What follows belongs to an exercise in optimizing a design on an open flow for a short achievable clock period and few clock cycles; a production flow would make more cautious choices. Function was checked by simulation only, so behaviour that the tests miss may differ from the original. Power figures rest on the tool's default switching activity, not on a simulated workload.

### flow/flow/run.sh
#!/bin/bash
# Standard ORFS layout (the standard.sh, standard synthesis), with the setup repair
# steps aiming for a larger slack than the 12 ns clock needs, so that the layout is
# optimised for a short period. The SDC is the standard flow's, unchanged.
set -eo pipefail
export SETUP_SLACK_MARGIN=7.5
export SKIP_LAST_GASP=1
bash standard.sh > make_standard.log 2>&1
### flow/standard.sh
#!/bin/bash
# synth_recipe.tcl (not shown) runs the flow's synth.tcl, then flattens the netlist and writes it again
# the make line also repeats each setting of config.mk as NAME=value (left out here)
make -C /OpenROAD-flow-scripts/flow DESIGN_CONFIG=/design/flow/config.mk WORK_HOME=/design/flow/orfs CLKGATE_MAP_FILE= SYNTH_SCRIPT=/design/flow/synth_recipe.tcl "${@:-finish}"
### flow/config.mk
export PLATFORM = sky130hd
export DESIGN_NAME = processor_verilog
export DESIGN_NICKNAME = processor_verilog
export VERILOG_FILES = /design/flow/design.v
export SDC_FILE = /design/flow/constraint.sdc
export NUM_CORES = 4
export LEC_CHECK = 0
export CAP_MARGIN = 20
export CORE_MARGIN = 2
export CORE_UTILIZATION = 35
export PLACE_DENSITY = 0.55
export SLEW_MARGIN = 20
export TNS_END_PERCENT = 5
### flow/constraint.sdc
create_clock -name core_clock -period 12.0 [get_ports {clk}]
set_input_delay 2.4000 -clock core_clock [delete_from_list [all_inputs] [get_ports {clk}]]
set_output_delay 2.4000 -clock core_clock [all_outputs]
set_load 0.01 [all_outputs]
### flow/design.v
module processor_verilog (
    input  wire        clk,
    input  wire        reset,
    output wire [15:0] rom_addr,
    input  wire [31:0] rom_data,
    output wire        out_valid,
    output wire [15:0] out_data,
    output wire        halted
);
    reg [15:0] regs [0:15];
    reg [15:0] ram  [0:255];
    reg  [3:0] flags;             
    reg        halted_r;
    reg        out_valid_r;
    reg [15:0] out_data_r;
    reg [15:0] fa;                
    reg        rflag;             
    reg [15:0] res;
    reg        arr_i;             
    reg [15:0] arr_pc;
    reg [15:0] arr_pn;            
    reg [15:0] arr_po;            
    reg        arr_pt;            
    reg        arr_d;             
    reg  [1:0] qc;
    reg [31:0] q0_ir, q1_ir;
    reg [15:0] q0_pc, q1_pc, q0_pn, q1_pn, q0_po, q1_po;
    reg        q0_pt, q1_pt;
    reg        q0_bi, q1_bi;
    reg        ev;
    reg [31:0] ir;
    reg  [7:0] raddr;             
    reg [15:0] pce, pne, poe;
    reg        pte;
    reg        bie;               
    reg  [7:0] rq_dst, ar_dst;
    reg        mwb;               
    reg [16:0] m8 [0:7];          
    reg  [3:0] md;                
    reg        ma15, mb15;
    reg        vst;
    reg [15:0] vreg;
    localparam NB = 4;
    reg [15:0] bt_tag [0:NB-1];
    reg [15:0] bt_tgt [0:NB-1];
    reg [15:0] bt_off [0:NB-1];
    reg        bt_v   [0:NB-1];
    reg  [1:0] bt_ptr;
    wire [7:0]  h     = ir[31:24];
    wire [3:0]  k     = ir[27:24];
    wire [3:0]  rd    = ir[19:16];
    wire [15:0] opnd  = ir[15:0];
    wire [7:0]  ra    = ir[7:0];
    wire is_halt = (ir[31:16] == 16'h0000);
    wire is_alu  = (h[7:4] == 4'h1);
    wire is_mul  = is_alu && (k == 4'h8);
    wire is_out_r  = (h == 8'h22);
    wire is_out_m  = (h == 8'h42);
    wire is_st_imm = (h == 8'h41);
    wire is_ld_rom = (h == 8'h31);
    wire is_ld_ind = (h == 8'h32);
    wire is_ld_reg = (h == 8'h92);
    wire is_st_reg = (h == 8'h91);
    wire is_jf   = (h[7:4] == 4'hF);
    wire is_j7   = (h[7:4] == 4'h7);
    wire is_jmp  = is_jf || is_j7;
    wire is_rom  = is_ld_rom || is_ld_ind;
    wire uses_ra = is_out_m || is_st_imm || is_st_reg || is_ld_reg || is_j7;
    wire [15:0] a  = regs[ir[3:0]];
    wire [15:0] b  = regs[ir[11:8]];
    wire [15:0] dv = regs[rd];
    wire [15:0] ram_a = ram[raddr];    
    reg cond;
    always @* begin
        case (k)
            4'd0, 4'd5: cond = 1'b1;
            4'd1, 4'd6: cond = flags[0];
            4'd2, 4'd7: cond = flags[1];
            4'd3, 4'd8: cond = flags[2];
            4'd4, 4'd9: cond = flags[3];
            default:    cond = 1'b0;
        endcase
    end
    wire taken = is_jmp && cond;
    wire rel   = (k >= 4'd5);
    wire [15:0] jv = is_j7 ? vreg : opnd;
    wire [15:0] pc1 = pce + 16'd1;
    wire [15:0] tgt_rel = pce + jv;
    wire [15:0] target = taken ? (rel ? tgt_rel : jv) : pc1;
    wire pred_ok = bie ? 1'b1 : taken ? (pte ? (rel ? (poe == jv) : (pne == jv))
                                : (rel ? (jv == 16'd1) : (jv == pc1)))
                         : !pte;
    wire haz     = (rflag && ((uses_ra && ra == rq_dst) || (is_ld_ind && raddr == rq_dst))) ||
                   (arr_d && ((uses_ra && ra == ar_dst) || (is_ld_ind && raddr == ar_dst)));
    wire needs_flags = is_jmp && (k != 4'd0) && (k != 4'd5) && (k <= 4'd9);
    wire mulwait = mwb && ((is_alu && (ir[3:0] == md || ir[11:8] == md)) ||
                           ((is_out_r || is_st_reg) && rd == md) || needs_flags);
    wire v7wait  = is_j7 && cond && !vst;
    wire stall   = haz || mulwait || v7wait;
    wire fire    = ev && !stall && !halted_r;
    wire redirect = fire && !pred_ok;
    wire halting  = fire && is_halt;
    wire dreq     = fire && is_rom;
    wire [16:0] mres = l6[0] + l6[1];
    reg  [16:0] r;
    always @* begin
        case (k)
            4'd0: r = {1'b0, a} + {1'b0, b};
            4'd1: r = {1'b0, a} - {1'b0, b};
            4'd2: r = {1'b0, a & b};
            4'd3: r = {1'b0, a | b};
            4'd4: r = {1'b0, a ^ b};
            4'd5: r = {1'b1, ~a};
            4'd6: r = {a, 1'b0};
            4'd7: r = {2'b00, a[15:1]};
            default: r = 17'd0;
        endcase
    end
    wire [3:0] mflags;
    assign mflags[0] = (mres[15:0] == 16'd0);
    assign mflags[1] = mres[16];
    assign mflags[2] = mres[15];
    assign mflags[3] = (ma15 == mb15) && (mres[15] != ma15);
    wire [3:0] alu_flags;
    assign alu_flags[0] = (r[15:0] == 16'd0);
    assign alu_flags[1] = r[16];
    assign alu_flags[2] = r[15];
    assign alu_flags[3] = (a[15] == b[15]) && (r[15] != a[15]);
    function [33:0] csa;   
        input [16:0] x, y, z;
        csa = {((x & y) | (x & z) | (y & z)) << 1, x ^ y ^ z};
    endfunction
    reg [16:0] l0 [0:15];
    reg [16:0] l1 [0:10];
    reg [16:0] l2 [0:7];
    reg [16:0] l2r [0:7];
    reg [16:0] l3 [0:5];
    reg [16:0] l4 [0:3];
    reg [16:0] l5 [0:2];
    reg [16:0] l6 [0:1];
    integer j;
    always @* begin
        for (j = 0; j < 16; j = j + 1) l0[j] = b[j] ? ({1'b0, a} << j) : 17'd0;
        for (j = 0; j < 5; j = j + 1) {l1[2*j+1], l1[2*j]} = csa(l0[3*j], l0[3*j+1], l0[3*j+2]);
        l1[10] = l0[15];
        for (j = 0; j < 3; j = j + 1) {l2[2*j+1], l2[2*j]} = csa(l1[3*j], l1[3*j+1], l1[3*j+2]);
        l2[6] = l1[9];
        l2[7] = l1[10];
    end
    always @* begin
        for (j = 0; j < 8; j = j + 1) l2r[j] = m8[j];
        for (j = 0; j < 2; j = j + 1) {l3[2*j+1], l3[2*j]} = csa(l2r[3*j], l2r[3*j+1], l2r[3*j+2]);
        l3[4] = l2r[6];
        l3[5] = l2r[7];
        for (j = 0; j < 2; j = j + 1) {l4[2*j+1], l4[2*j]} = csa(l3[3*j], l3[3*j+1], l3[3*j+2]);
        {l5[1], l5[0]} = csa(l4[0], l4[1], l4[2]);
        l5[2] = l4[3];
        {l6[1], l6[0]} = csa(l5[0], l5[1], l5[2]);
    end
    wire [31:0] w     = rom_data;
    wire [3:0]  wk    = w[27:24];
    wire        w_jf  = (w[31:28] == 4'hF) && (wk <= 4'd9);
    reg         wcond;
    always @* begin
        case (wk)
            4'd0, 4'd5: wcond = 1'b1;
            4'd1, 4'd6: wcond = flags[0];
            4'd2, 4'd7: wcond = flags[1];
            4'd3, 4'd8: wcond = flags[2];
            4'd4, 4'd9: wcond = flags[3];
            default:    wcond = 1'b0;
        endcase
    end
    wire        wrel   = (wk >= 4'd5);
    wire [15:0] wpc1   = arr_pc + 16'd1;
    wire [15:0] wnext  = wcond ? (wrel ? arr_pc + w[15:0] : w[15:0]) : wpc1;
    wire        wself  = wrel ? (w[15:0] == 16'd1) : (w[15:0] == wpc1);
    wire        flags_final = (qc == 2'd0) && (!ev || !is_alu) && !mwb;
    wire        early  = arr_i && w_jf && (flags_final || wk == 4'd0 || wk == 4'd5) &&
                         (arr_pt ? !wcond : (wcond && !wself));
    wire [15:0] in_pn  = arr_pn;
    wire [15:0] in_po  = arr_po;
    wire        in_pt  = arr_pt;
    wire        in_bi  = early;    
    reg        bhit;
    reg [15:0] btgt, boff;
    integer bi;
    always @* begin
        bhit = 1'b0;
        btgt = 16'd0;
        boff = 16'd0;
        for (bi = 0; bi < NB; bi = bi + 1) begin
            if (bt_v[bi] && bt_tag[bi] == fa) begin
                bhit = 1'b1;
                btgt = bt_tgt[bi];
                boff = bt_off[bi];
            end
        end
    end
    wire [15:0] pred = bhit ? btgt : fa + 16'd1;
    wire can_issue = !rflag && !halted_r && !halting && !redirect && !early &&
                     (qc == 2'd0 || (qc == 2'd1 && !arr_i));
    always @(posedge clk) begin
        if (reset) begin
            fa     <= {15'd0, fa == 16'd0};
            arr_i  <= (fa == 16'd0);
            arr_pc <= 16'd0;
            arr_pn <= 16'd1;
            arr_po <= 16'd1;
            arr_pt <= 1'b0;
            arr_d  <= 1'b0;
            rflag  <= 1'b0;
        end else begin
            arr_i  <= can_issue;
            arr_pc <= fa;
            arr_pn <= pred;
            arr_po <= boff;
            arr_pt <= bhit;
            arr_d  <= rflag;
            if (halting || halted_r) begin
                fa    <= 16'd0;
                rflag <= 1'b0;
            end else if (redirect) begin
                fa    <= target;
                rflag <= 1'b0;
            end else if (dreq) begin
                fa    <= is_ld_rom ? opnd : ram_a;
                res   <= early ? wnext : rflag ? res : can_issue ? pred : fa;
                rflag <= 1'b1;
            end else if (early) begin
                fa    <= wnext;
                rflag <= 1'b0;
            end else if (rflag) begin
                fa    <= res;
                rflag <= 1'b0;
            end else if (can_issue) begin
                fa    <= pred;
            end
        end
    end
    reg        bmatch;
    reg  [1:0] bmi;
    always @* begin
        bmatch = 1'b0;
        bmi = bt_ptr;
        for (bi = 0; bi < NB; bi = bi + 1) begin
            if (bt_v[bi] && bt_tag[bi] == pce) begin
                bmatch = 1'b1;
                bmi = bi[1:0];
            end
        end
    end
    always @(posedge clk) begin
        if (reset) begin
            for (bi = 0; bi < NB; bi = bi + 1) bt_v[bi] <= 1'b0;
            bt_ptr <= 2'd0;
        end else if (redirect || (fire && bie)) begin
            if (taken) begin
                bt_v[bmi]   <= 1'b1;
                bt_tag[bmi] <= pce;
                bt_tgt[bmi] <= target;
                bt_off[bmi] <= target - pce;
                if (!bmatch) bt_ptr <= bt_ptr + 2'd1;
            end else if (bmatch) begin
                bt_v[bmi] <= 1'b0;
            end
        end
    end
    wire take = !ev || fire;
    wire [31:0] ir_in = (qc == 2'd0) ? rom_data : q0_ir;
    always @(posedge clk) begin
        if (take) raddr <= (ir_in[31:24] == 8'h32) ? ir_in[23:16] : ir_in[7:0];
    end
    always @(posedge clk) begin
        if (reset || redirect || halting || halted_r) begin
            ev <= 1'b0;
            qc <= 2'd0;
        end else if (take) begin
            if (qc == 2'd0) begin
                ev  <= arr_i;
                ir  <= rom_data;
                pce <= arr_pc; pne <= in_pn; poe <= in_po; pte <= in_pt; bie <= in_bi;
            end else begin
                ev  <= 1'b1;
                ir  <= q0_ir;
                pce <= q0_pc; pne <= q0_pn; poe <= q0_po; pte <= q0_pt; bie <= q0_bi;
                if (qc == 2'd1) begin
                    q0_ir <= rom_data;
                    q0_pc <= arr_pc; q0_pn <= in_pn; q0_po <= in_po; q0_pt <= in_pt; q0_bi <= in_bi;
                    qc <= arr_i ? 2'd1 : 2'd0;
                end else begin
                    q0_ir <= q1_ir;
                    q0_pc <= q1_pc; q0_pn <= q1_pn; q0_po <= q1_po; q0_pt <= q1_pt; q0_bi <= q1_bi;
                    q1_ir <= rom_data;
                    q1_pc <= arr_pc; q1_pn <= in_pn; q1_po <= in_po; q1_pt <= in_pt; q1_bi <= in_bi;
                    qc <= arr_i ? 2'd2 : 2'd1;
                end
            end
        end else if (arr_i) begin
            if (qc == 2'd0) begin
                q0_ir <= rom_data;
                q0_pc <= arr_pc; q0_pn <= in_pn; q0_po <= in_po; q0_pt <= in_pt; q0_bi <= in_bi;
            end else begin
                q1_ir <= rom_data;
                q1_pc <= arr_pc; q1_pn <= in_pn; q1_po <= in_po; q1_pt <= in_pt; q1_bi <= in_bi;
            end
            qc <= qc + 2'd1;
        end
    end
    wire reg_we = fire && ((is_alu && !is_mul) || is_ld_reg);
    wire [15:0] reg_wd = is_alu ? r[15:0] : ram_a;
    integer ri;
    always @(posedge clk) begin
        if (reset) begin
            for (ri = 0; ri < 16; ri = ri + 1) regs[ri] <= 16'd0;
            flags <= 4'b0001;
        end else begin
            for (ri = 0; ri < 16; ri = ri + 1) begin
                if (reg_we && rd == ri[3:0]) regs[ri] <= reg_wd;
                else if (mwb && md == ri[3:0]) regs[ri] <= mres[15:0];
            end
            if (fire && is_alu && !is_mul) flags <= alu_flags;
            else if (mwb) flags <= mflags;
        end
    end
    wire        ram_we = fire && (is_st_imm || is_st_reg);
    wire [15:0] ram_wd = is_st_imm ? opnd : dv;
    integer wi;
    always @(posedge clk) begin
        for (wi = 0; wi < 256; wi = wi + 1) begin
            if (ram_we && ra == wi[7:0]) ram[wi] <= ram_wd;
            else if (arr_d && ar_dst == wi[7:0]) ram[wi] <= rom_data[15:0];
        end
    end
    always @(posedge clk) begin
        if (dreq) rq_dst <= is_ld_rom ? ir[23:16] : ra;
        ar_dst <= rq_dst;
    end
    always @(posedge clk) begin
        if (reset) begin
            mwb <= 1'b0;
            vst <= 1'b0;
        end else begin
            mwb <= fire && is_mul;
            if (fire && is_mul) begin
                for (j = 0; j < 8; j = j + 1) m8[j] <= l2[j];
                md   <= rd;
                ma15 <= a[15];
                mb15 <= b[15];
            end
            if (ev && v7wait && !haz && !halted_r) begin
                vreg <= ram_a;
                vst  <= 1'b1;
            end else if (fire) begin
                vst <= 1'b0;
            end
        end
    end
    always @(posedge clk) begin
        if (reset) begin
            out_valid_r <= 1'b0;
            halted_r    <= 1'b0;
        end else begin
            out_valid_r <= fire && (is_out_r || is_out_m);
            if (fire) out_data_r <= is_out_r ? dv : ram_a;
            if (halting) halted_r <= 1'b1;
        end
    end
    assign rom_addr  = fa;
    assign out_valid = out_valid_r;
    assign out_data  = out_data_r;
    assign halted    = halted_r;
endmodule
==> flow_metrics.py <==
metrics = {
    "logic_synthesis": {
        "ys_warn_count": 12,
        "synth-edff-count": 4679,
        "syn_inst": 25000,
        "synth_most_common_cell": "nand2_1",
        "yosys.area.top_type": "edfxtp_1",
        "avgSynthCellArea_um2": 10.2,
        "yosys-top-cells-area": "edfxtp_1 55%, o21ai_0 8.6%, nand2_1 6.9%",
        "syn_area_um2": 256000,
        "seq_area_frac_synth_pct": 57.6,
        "synth-main-ff-cell": "edfxtp_1",
        "ys_top_cells_by_count": "4732 x nand2_1, 4679 x edfxtp_1, 4411 x o21ai_0",
        "syn_nets": 25300,
        "ys_types": 119,
        "ys_seq_elements": 5024,
        "async_reset_ff_share_pct": 0,
        "yosysTopAreaCellShare_pct": 54.9,
    },
    "floorplan": {
        "die_h_um": 859,
        "io_pins": 68,
        "num_rows": 313,
        "die_x_um": 859,
        "start_util_pct": 35.2,
    },
    "placed_design": {
        "gp_congestion": 1.70,
        "place_area_um2": 280000,
        "hpwlAfterDp_um": 1750000,
        "placed_cells": 33700,
        "portBuffers": 67,
    },
    "run_status": {
        "haltStage": "global routing",
        "error": "[ERROR GRT-0116] Global routing finished with congestion. Check the congestion regions in the DRC Viewer.",
        "status": "did not finish",
    },
    "cts": {
        "root_buffer": "clkbuf_16",
        "htreeDepth": 6,
        "cts.sinks": 5024,
        "cts_buffers": 600,
        "clk_path_buf_depth": 4,
    },
    "grt": {
        "grt_overflow_total": 28500,
        "grt_pass1_vias": 355000,
        "grt_usage_pct": 91.8,
        "grt_pass1_wl_um": 4530000,
        "grt_max_degree": 103,
    },
}
==> cell families after synthesis <==
logic type / synth area share, %
buf+inv: 4.72
simple gates: 12.8
flops: 57.6
compound gates: 19.9
fa+ha+maj: 1.49
xor+xnor: 1.12
mux: 2.30
==> per-layer routing <==
| metal | overflow | global-route usage [%] |
|---|---|---|
| met4 | 5069 | 86.9 |
| met5 | 575 | 78.3 |
| met2 | 12000 | 98.8 |
| met3 | 4636 | 87.2 |
| met1 | 6155 | 91.9 |
==> repair_timing <==
item,CTS
setup endpoints to repair,9364
hold buffers,0
resized for setup,1913
setup buffers,865
cloned,96
pin swaps,295
==> power by group through the flow <==
stage               clock [mW]  sequential, mW  combinational, mW
detailed placement           0            20.8               24.8
CTS                       19.1            20.3               31.9
floorplan                    0            20.5               9.17
global placement             0            20.8               24.9
==> stage by stage <==
stage | utilization, % | setup WS, ns
2_1_floorplan | - | 6.29
4_1_cts | 43.9 | 5.83
3_5_place_dp | 38.5 | 2.35
3_3_place_gp | 37.9 | 1.61
==> worst min path at each step <==
stage | depth (start not counted) | start | slack (ns) | to
CTS | 0 | arr_po[6]$_SDFF_PP0_ | 0.45 | q1_po[6]$_DFFE_PP_
global placement | 0 | arr_po[6]$_SDFF_PP0_ | 0.44 | q1_po[6]$_DFFE_PP_
floorplan | 0 | arr_pc[15]$_SDFF_PP0_ | 0.41 | q1_pc[15]$_DFFE_PP_
detailed placement | 0 | arr_po[6]$_SDFF_PP0_ | 0.44 | q1_po[6]$_DFFE_PP_
Testbench counts, summed over its fixed seeds: cycles 115,775.
